This design comes from an exercise in tuning for small area and a short achievable clock period on the open sky130 flow, not from production work. The RTL was checked by simulation tests, not by an equivalence proof against the original design.

==> flow/design.v (outline; a module is shown in full before it is edited, if it fits) <==
// module CSA_3_2: 10 lines
// module BOOTH_ENC: 10 lines
// module C42_4_2: 16 lines
// module C42N_4_2: 14 lines
// module HA_2_2: 9 lines
// module CPA_32: 267 lines
// module INC_18: 83 lines
// module conv1d: 2361 lines
module conv1d (
    input clk,
    input rst_n,
    input w_valid,
    input [47:0] w_in,
    input [15:0] x,
    input [15:0] b,
    output [31:0] y
);
  // ...
==> flow/flow/run.sh <==
#!/bin/bash
# The standard layout (the standard.sh, unchanged), with plain buf_1
# cells as the port buffers instead of the delay buffers that ORFS's
# buffer_ports picks by default.  standard.sh's full output goes to
# standard.log; ORFS writes each step's log under orfs/logs/.
export BUFFER_PORTS_ARGS="-buffer_cell sky130_fd_sc_hd__buf_1"
bash standard.sh > standard.log 2>&1
==> flow/standard.sh <==
#!/bin/bash
# synth_recipe.tcl (not shown) runs the flow's synth.tcl, then flattens the netlist and writes it again
# the make line also repeats each setting of config.mk as NAME=value (left out here)
make -C /OpenROAD-flow-scripts/flow DESIGN_CONFIG=/design/flow/config.mk WORK_HOME=/design/flow/orfs CLKGATE_MAP_FILE= SYNTH_SCRIPT=/design/flow/synth_recipe.tcl "${@:-finish}"
==> flow/config.mk <==
export PLATFORM = sky130hd
export DESIGN_NAME = conv1d
export DESIGN_NICKNAME = conv1d
export VERILOG_FILES = /design/flow/design.v
export SDC_FILE = /design/flow/constraint.sdc
export NUM_CORES = 4
export LEC_CHECK = 0
export CAP_MARGIN = 70
export CORE_MARGIN = 2
export CORE_UTILIZATION = 65
export PLACE_DENSITY = 0.75
export SETUP_SLACK_MARGIN = 5
export SLEW_MARGIN = 70
export SYNTH_HIERARCHICAL = 1
export SYNTH_MINIMUM_KEEP_SIZE = 0
==> flow/constraint.sdc <==
create_clock -name core_clock -period 10.0 [get_ports {clk}]
set_input_delay 2.0000 -clock core_clock [delete_from_list [all_inputs] [get_ports {clk}]]
set_output_delay 2.0000 -clock core_clock [all_outputs]
set_load 0.01 [all_outputs]
==> results.txt, run 1 <==
- CP cell instances: buf_8 > fa_1 > maj3_1 > xor2_1 > xnor2_1 > ha_1 > nand2_1 > o32ai_1 > nor2_1 > o311ai_4 > a41oi_2 > o31ai_1 > xor2_1
- CTS sink cnt: 469
- Reg clk slew, reported paths: 0.06 ns
- Dpl cell area: 32,200 um2
- Hold Crit Start: ac1_15
- Sequential area share after synthesis: 37.7%
- Fraction of area in registers: 34.4%
- Slew Limit Fails: 0
- Post-synth ARST share: 96.6%
- Crit Path Class: register to register
- Share of cells above drive strength 1: 13.2%
- Vias: 19,800
- Longest Clk Path Bufs: 3
- Largest net degree at the start of global routing: 59
- Chip width: 222 um
- CTS tree: yes
- Crit path largest cell delay: 0.52 ns
- Worst reg-to-reg path cell count: 13
- Die H: 222 um
- Status: no timing/DRC/antenna violations
- Hold EP: a21_15
- Vias per cell: 6.44
- Mux contribution to synthesized area: 1.93%
- Drt pass-1 iters: 6
==> inputs of run 2 (changes only) <==
--- a/flow/config.mk
+++ b/flow/config.mk
@@ -6,10 +6,10 @@
 export NUM_CORES = 4
 export LEC_CHECK = 0
-export CAP_MARGIN = 70
+export CAP_MARGIN = 75
 export CORE_MARGIN = 2
 export CORE_UTILIZATION = 65
 export PLACE_DENSITY = 0.75
 export SETUP_SLACK_MARGIN = 5
-export SLEW_MARGIN = 70
+export SLEW_MARGIN = 75
 export SYNTH_HIERARCHICAL = 1
 export SYNTH_MINIMUM_KEEP_SIZE = 0
==> results.txt, run 2 <==
- R2R Setup Slk: 5.95 ns
- Crit Reg-Reg Startpoint: dneg[3]
- Core area: 47,400 um2
- IO Port Bufs: 114
- Netlist cell types: 64
- Non-filler cells, final: 3,085
- Largest net degree at the start of global routing: 58 (-1.7%)
- Max reg flops: 32
- Die area: 49,400 um2
- Vias: 19,800 (+0.23%)
- Top post-synthesis cells by count: 427 x dfrtp_1, 426 x xnor2_1, 340 x a22oi_1
- IO Pins: 115
- Initial antenna violation count: 0
- Slowest cell on the critical path: fa_1
- Vias per cell: 6.43 (-0.16%)
- Post-synthesis register bit count: 469
- Final setup vio count: 0
- Worst Hold Depth: 0
- Gr ovfl total: 0
- Reg area: 11,800 um2
- Status: no timing/DRC/antenna violations
- CTS sink cnt: 469 (unchanged)
- DP HPWL: 52,800 um
- Startpoint types: register
- Placer Congestion: 0.875
- Crit end category: register
- Fill cells: 3,164
- Cts hold-fix bufs: 0
- Vias in the first global route: 21,600
- Syn avg cell area: 12.9 um2
- Synth area leaders: dfrtp_1 34%, fa_1 21%, xnor2_1 12%
- Hold EP: a21_13
- Critical path fanouts, max: 16
- Worst reg-to-reg path cell count: 13 (unchanged)
- CP cell instances: buf_8 > fa_1 > maj3_1 > nor2_1 > o21ai_0 > ha_1 > a211o_1 > a21oi_1 > o22ai_2 > nor3_2 > o21bai_2 > or3b_1 > a32o_1
- Initial drt markers: 1,834
- Post-synth ARST share: 96.6% (unchanged)
- Initial Util: 65.3%
- H-Tree Depth: 2
- TNS Setup: 0 ns
- Worst r2r dst: yr[28]
- Chip width: 222 um (unchanged)
- Placed instance count: 2,988
- Synth area leader: dfrtp_1
- Crit path largest cell delay: 0.48 ns (-0.04 ns)
- Share of cells above drive strength 1: 13.6% (+0.38 points)
- Reg clk slew, reported paths: 0.06 ns (about the same)
- # nets final: 2,942
- GRT Total Usage: 32.0%
- Period Utilization, post-route: 40.5%
- Most common cell after layout, fill and taps aside: xnor2_1
- Share of the synthesized area in the top cell type: 34.5%
- Largest registers in the final layout: yr x32, br x17
- Crit Path Class: register to register
- Post-CTS sizing: 0
- Post-synth EDFFs: 0
- Synthesis Warnings: 7
- Hold Crit Start: ac1_13
- RSZ-0062 raised after global routing: no
- Top reg by flops: yr
- Multi-input gate area: 18,400 um2
- Drt wl/cell: 24.9 um
- Longest Clk Path Bufs: 3 (unchanged)
- Mapped Cells: 2,401
- Area growth syn-to-layout: 10.8%
- Drt pass-1 iters: 6 (unchanged)
- Critical path's top delay family: adder cells
- Slew Limit Fails: 0 (unchanged)
- Clk_skew: 0.0270 ns
- Antenna fix cells: 0
- Most frequent cells in the layout: 425 x xnor2_1, 390 x dfrtp_1, 340 x a22oi_1
- CTS tree: yes
- Top_reg_cell synth: dfrtp_1
- Die H: 222 um (unchanged)
- Drt drc: 0
- Clk latency of the worst-skew pair: 0.60 ns
- Number of CTS-inserted buffers: 51
- First-pass GRT wire length: 122,000 um
- Max Cap Viol: 0
- Antenna Nets Post-Route: 0
- Setup Buffers After CTS: 0
- Site row count: 80
- CP arrival: 4.52 ns
- Max Fclk: 247 MHz
- Routed WL: 76,800 um
- Final min period: 4.05 ns
- Root Buffer: clkbuf_16
- Worst EP required: 10.47 ns
- Hold Crit Class: register to register
- Mapped cell area: 31,000 um2
- Sequential area share after synthesis: 37.7% (unchanged)
- Crit path from: dneg[3]
- Critical path buffers and inverters: 1
- Most common cell in the netlist: dfrtp_1
- Final hold violations: 0
run 2: kinds of logic after synthesis:
family / Yosys count / share of synthesized area [%]
AOI/OAI and AO/OA: 511 / 12.3
xor gates and xnor gates: 529 / 16.2
adders and majority gates: 459 / 26.3
buffers and inverters: 233 / 3.47
DFF: 469 / 37.7
muxes: 48 / 1.93
other: 1 / 0.0121
and+or+nand+nor: 151 / 2.10
run 2: modules after synthesis, one instance, submodules excluded:
module / area (um2) / flops+latches
conv1d: 19900 / 469
CPA_32: 1620 / 0
C42_4_2: 62.6 / 0
C42N_4_2: 46.3 / 0
HA_2_2: 12.5 / 0
BOOTH_ENC: 38.8 / 0
CSA_3_2: 20.0 / 0
run 2: worst max path at each step:
| stage | endpoint | cells past startpoint |
|---|---|---|
| 4_1_cts | yr[28] | 13 |
| 5_1_grt | yr[28] | 13 |
| 3_3_place_gp | sc5_17 | 7 |
| 6_report | yr[28] | 13 |
| 3_5_place_dp | sc5_17 | 9 |
| 2_1_floorplan | sc5_15 | 8 |
run 2: cell type report:
type / instances / area share (%)
Tap cell: 615 / 2.24
Inverter: 6 / 0.0656
Clock buffer: 68 / 3.99
Clock inverter: 26 / 0.911
Timing Repair Buffer: 199 / 4.81
Multi-Input combinational cell: 1702 / 53.6
Sequential cell: 469 / 34.4
run 2: worst register-to-register path: cells and delay by family, from the launching register on:
kind / cells / cell delay, ns
compound gates: 6 / 1.21
fa+ha+maj: 3 / 1.34
buf+inv: 1 / 0.19
flops: 1 / 0.42
simple gates: 3 / 0.79
run 2: metrics by stage:
step / cell area [um2] / utilization (%) / hold slack, ns / setup WS, ns
3_3_place_gp: 31500 / 66.4 / 0.332 / 5.27
5_1_grt: 34300 / 72.4 / 0.343 / 5.76
4_1_cts: 34200 / 72.1 / 0.333 / 5.96
2_1_floorplan: 31000 / - / 0.331 / 5.97
3_5_place_dp: 32500 / 68.6 / 0.335 / 5.42
6_report: 34300 / 72.4 / 0.338 / 5.95
run 2: metal layers:
metal	track usage [%]	vias up	routed length, um
met2	51.8	1132	37000
li1	-	8258	-
met5	0	-	0
met4	13.5	0	2970
met3	6.14	284	6550
met1	43.0	10200	30300
==> inputs of run 3 (changes only) <==
==> flow/config.mk (replaced) <==
export PLATFORM = sky130hd
export DESIGN_NAME = conv1d
export DESIGN_NICKNAME = conv1d
export VERILOG_FILES = /design/flow/design.v
export SDC_FILE = /design/flow/constraint.sdc
export NUM_CORES = 4
export LEC_CHECK = 0
export CAP_MARGIN = 80
export CORE_MARGIN = 2
export CORE_UTILIZATION = 60
export PLACE_DENSITY = 0.7
export SETUP_SLACK_MARGIN = 5
export SLEW_MARGIN = 80
export SYNTH_HIERARCHICAL = 1
export SYNTH_MINIMUM_KEEP_SIZE = 0
==> results.txt, run 3 <==
- Status: no timing/DRC/antenna violations
- # nets final: 2,970 (+0.95%)
- IO Pins: 115 (unchanged)
- Post-synth EDFFs: 0 (unchanged)
- Post-synth ARST share: 96.6% (unchanged)
- Vias in the first global route: 21,300 (-1.7%)
- Most common cell in the netlist: dfrtp_1
- Drt drc: 0 (unchanged)
- Initial Util: 60.5% (-4.8 points)
- Top reg by flops: yr
- Chip width: 231 um (+4.0%)
- Vias: 19,800 (-0.28%)
- Max Cap Viol: 0 (unchanged)
- XOR/XNOR Fraction of Synth Area: 16.2% (unchanged)
- Period Utilization, post-route: 42.5% (+2.0 points)
- Share of cells above drive strength 1: 15.3% (+1.7 points)
- Top_reg_cell synth: dfrtp_1
- Multi-input gate area: 18,600 um2 (+1.0%)
- Share of the synthesized area in the top cell type: 34.5% (unchanged)
- RSZ-0062 raised after global routing: no
- Final setup vio count: 0 (unchanged)
- Mapped Cells: 2,401 (unchanged)
- Drt pass-1 iters: 6 (unchanged)
- Root Buffer: clkbuf_16
- Drt wl/cell: 24.4 um (-1.8%)
- Syn avg cell area: 12.9 um2 (unchanged)
- Reg clk slew, reported paths: 0.06 ns (about the same)
- Crit path largest cell delay: 0.47 ns (about the same)
- Routed WL: 77,700 um (+1.1%)
- Largest registers in the final layout: yr x32, br x17
- Critical path fanouts, max: 14 (-2)
- Die area: 53,500 um2 (+8.2%)
- Vias per cell: 6.23 (-3.2%)
- Site row count: 83 (+3.8%)
- Clk latency of the worst-skew pair: 0.59 ns (about the same)
- Post-Synth Simple-Gate Area: 2.10% (unchanged)
- Slew Limit Fails: 0 (unchanged)
- Die H: 231 um (+4.0%)
- First-pass GRT wire length: 123,000 um (+0.62%)
- Largest family of logic cells by synthesized area: adder cells
- Most common cell after layout, fill and taps aside: xnor2_1
- Critical path's top delay family: adder cells
- Initial antenna violation count: 0 (unchanged)
- Max reg flops: 32 (unchanged)
- Mapped cell area: 31,000 um2 (unchanged)
- IO Port Bufs: 114 (unchanged)
- Largest net degree at the start of global routing: 47 (-19%)
- Critical path buffers and inverters: 3 (+2)
- TNS Setup: 0 ns (unchanged)
- Dpl cell area: 33,100 um2 (+1.6%)
- Number of CTS-inserted buffers: 51 (unchanged)
- Sequential area share after synthesis: 37.7% (unchanged)
- Antenna fix cells: 0 (unchanged)
- Setup Buffers After CTS: 0 (unchanged)
- Fill cells: 3,583 (+13%)
- Crit end category: register
- Final min period: 4.25 ns (+0.203 ns)
- Netlist cell types: 64 (unchanged)
- Gr ovfl total: 0 (unchanged)
- CP arrival: 4.77 ns (+0.25 ns)
- Synth area leader: dfrtp_1
- Crit Path Class: register to register
- Cts hold-fix bufs: 0 (unchanged)
- CTS tree: yes
- Most frequent cells in the layout: 417 x xnor2_1, 390 x dfrtp_1, 340 x a22oi_1
- Synth area leaders: dfrtp_1 34%, fa_1 21%, xnor2_1 12%
- Final hold violations: 0 (unchanged)
- Reg area: 11,800 um2 (about the same)
- Slowest cell on the critical path: fa_1
- Mux contribution to synthesized area: 1.93% (unchanged)
- Worst EP required: 10.51 ns (+0.04 ns)
- Hold Slack: 0.342 ns (+0.00439 ns)
- CP most frequent cell: xor2_1
- Clk_skew: 0.0172 ns (-0.00981 ns)
- Pre-CTS worst setup slack: 5.60 ns (+0.184 ns)
- CTS sink cnt: 469 (unchanged)
- Fin area: 35,200 um2 (+2.6%)
- Post-synthesis register bit count: 469 (unchanged)
- Longest Clk Path Bufs: 3 (unchanged)
- H-Tree Depth: 2 (unchanged)
- Post-Synth Adder-Cell Area: 26.3% (unchanged)
- Max Fclk: 235 MHz (-4.8%)
- Post-CTS sizing: 0 (unchanged)
- Synthesis Warnings: 7 (unchanged)
- GRT Total Usage: 29.9% (-2.1 points)
- Synth Area in Compound Gates: 12.3% (unchanged)
- Initial drt markers: 1,803 (-1.7%)
- DP HPWL: 53,300 um (+1.0%)
- Placer Congestion: 0.880 (+0.66%)
- Hold Crit Class: register to register
- Startpoint types: register
- CP cell instances: buf_8 > buf_16 > fa_1 > maj3_1 > xor2_1 > xnor2_1 > ha_1 > nand2_1 > a2111oi_4 > nor2_2 > o311ai_4 > buf_1 > a41oi_4 > o31ai_1 > xor2_1
- Antenna Nets Post-Route: 0 (unchanged)
- Core area: 51,200 um2 (+7.9%)
- Top post-synthesis cells by count: 427 x dfrtp_1, 426 x xnor2_1, 340 x a22oi_1
- Area growth syn-to-layout: 13.7%
- Final WS setup: 5.75 ns (-0.203 ns)
## run 3: cell counts after synthesis
Identical to the previous run, type by type.
## run 3: per-module statistics from Yosys, one instance, submodules excluded
module     copies in the design  cells  flops+latches  area, um2
BOOTH_ENC                     8      5              0       38.8
C42N_4_2                      2      3              0       46.3
C42_4_2                      27      7              0       62.6
CPA_32                        1    219              0       1620
HA_2_2                       66      1              0       12.5
CSA_3_2                     328      1              0       20.0
conv1d                        1   1553            469      19900
## run 3: cells by family (layout without fill, tap and decap cells)
family	after synthesis	after routing
AOI/OAI and AO/OA	511	511
other	1	4
and+or+nand+nor	151	151
buffers and inverters	233	327
adders and majority gates	459	459
xor gates and xnor gates	529	529
muxes	48	48
DFF	469	469
## run 3: worst paths after layout
check                      startpoint  depth (start not counted)  slack, ns     end
max                           dneg[2]                         15       5.75  yr[29]
min                            ac1_20                          0       0.34  a21_20
max reg2reg                   dneg[2]                         15       5.75  yr[29]
min reg2reg                    ac1_20                          0       0.34  a21_20
max in group asynchronous       rst_n                          7       7.14  a20_24
min in group asynchronous       rst_n                          1       1.20   yr[9]
## run 3: layout make-up
type / instances / share of cell area, %
flip-flops and latches: 469 / 33.5
inverters: 6 / 0.0639
well taps: 680 / 2.42
clock buffers: 63 / 3.92
clock inverters: 31 / 1.24
multi-input cells: 1702 / 52.7
repair buffers: 227 / 6.10
## run 3: through the flow
step,std cells,util (%)
6_report,3178,68.8
5_1_grt,3178,68.8
4_1_cts,3162,68.1
3_5_place_dp,3068,64.6
3_3_place_gp,3014,61.7
2_1_floorplan,2404,-
## run 3: layer usage
layer	global-route usage [%]	vias up	part of all wire [%]
li1	-	8298	-
met1	41.2	10200	41
met2	48.7	1010	48
met3	5.25	237	7.8
met4	9.82	0	3.3
met5	0.276	-	0

what the ideal ports hide:
Ports are ideal in the flow. The routed layouts listed here were re-timed in OpenROAD.
Step 1 (the two cells are an assumption about what drives the block):
set clk [get_ports {clk}]
set_driving_cell -lib_cell sky130_fd_sc_hd__clkbuf_16 $clk
set_driving_cell -lib_cell sky130_fd_sc_hd__buf_2 [delete_from_list [all_inputs] $clk]
Step 2, shift: input delay + t, output delay - t, t = (earliest + latest rising clock arrival at the registers) / 2. This alone moves slack from input paths to output paths.
a / b / c = ideal / step 1 / step 2; a / b = the first two.
run	t, ns	setup WS [ns]	clock arrival spread, ns
run 1	0.655	5.942 / 5.942 / 5.485	0.032 / 0.032
run 2	0.651	5.951 / 5.951 / 5.422	0.027 / 0.027
run 3	0.644	5.748 / 5.748 / 5.554	0.019 / 0.018
After both steps every run listed still meets setup and hold. For run 2, which loses most, drivers alone change the setup slack by 0.000 ns; drivers and shift together by -0.529 ns.
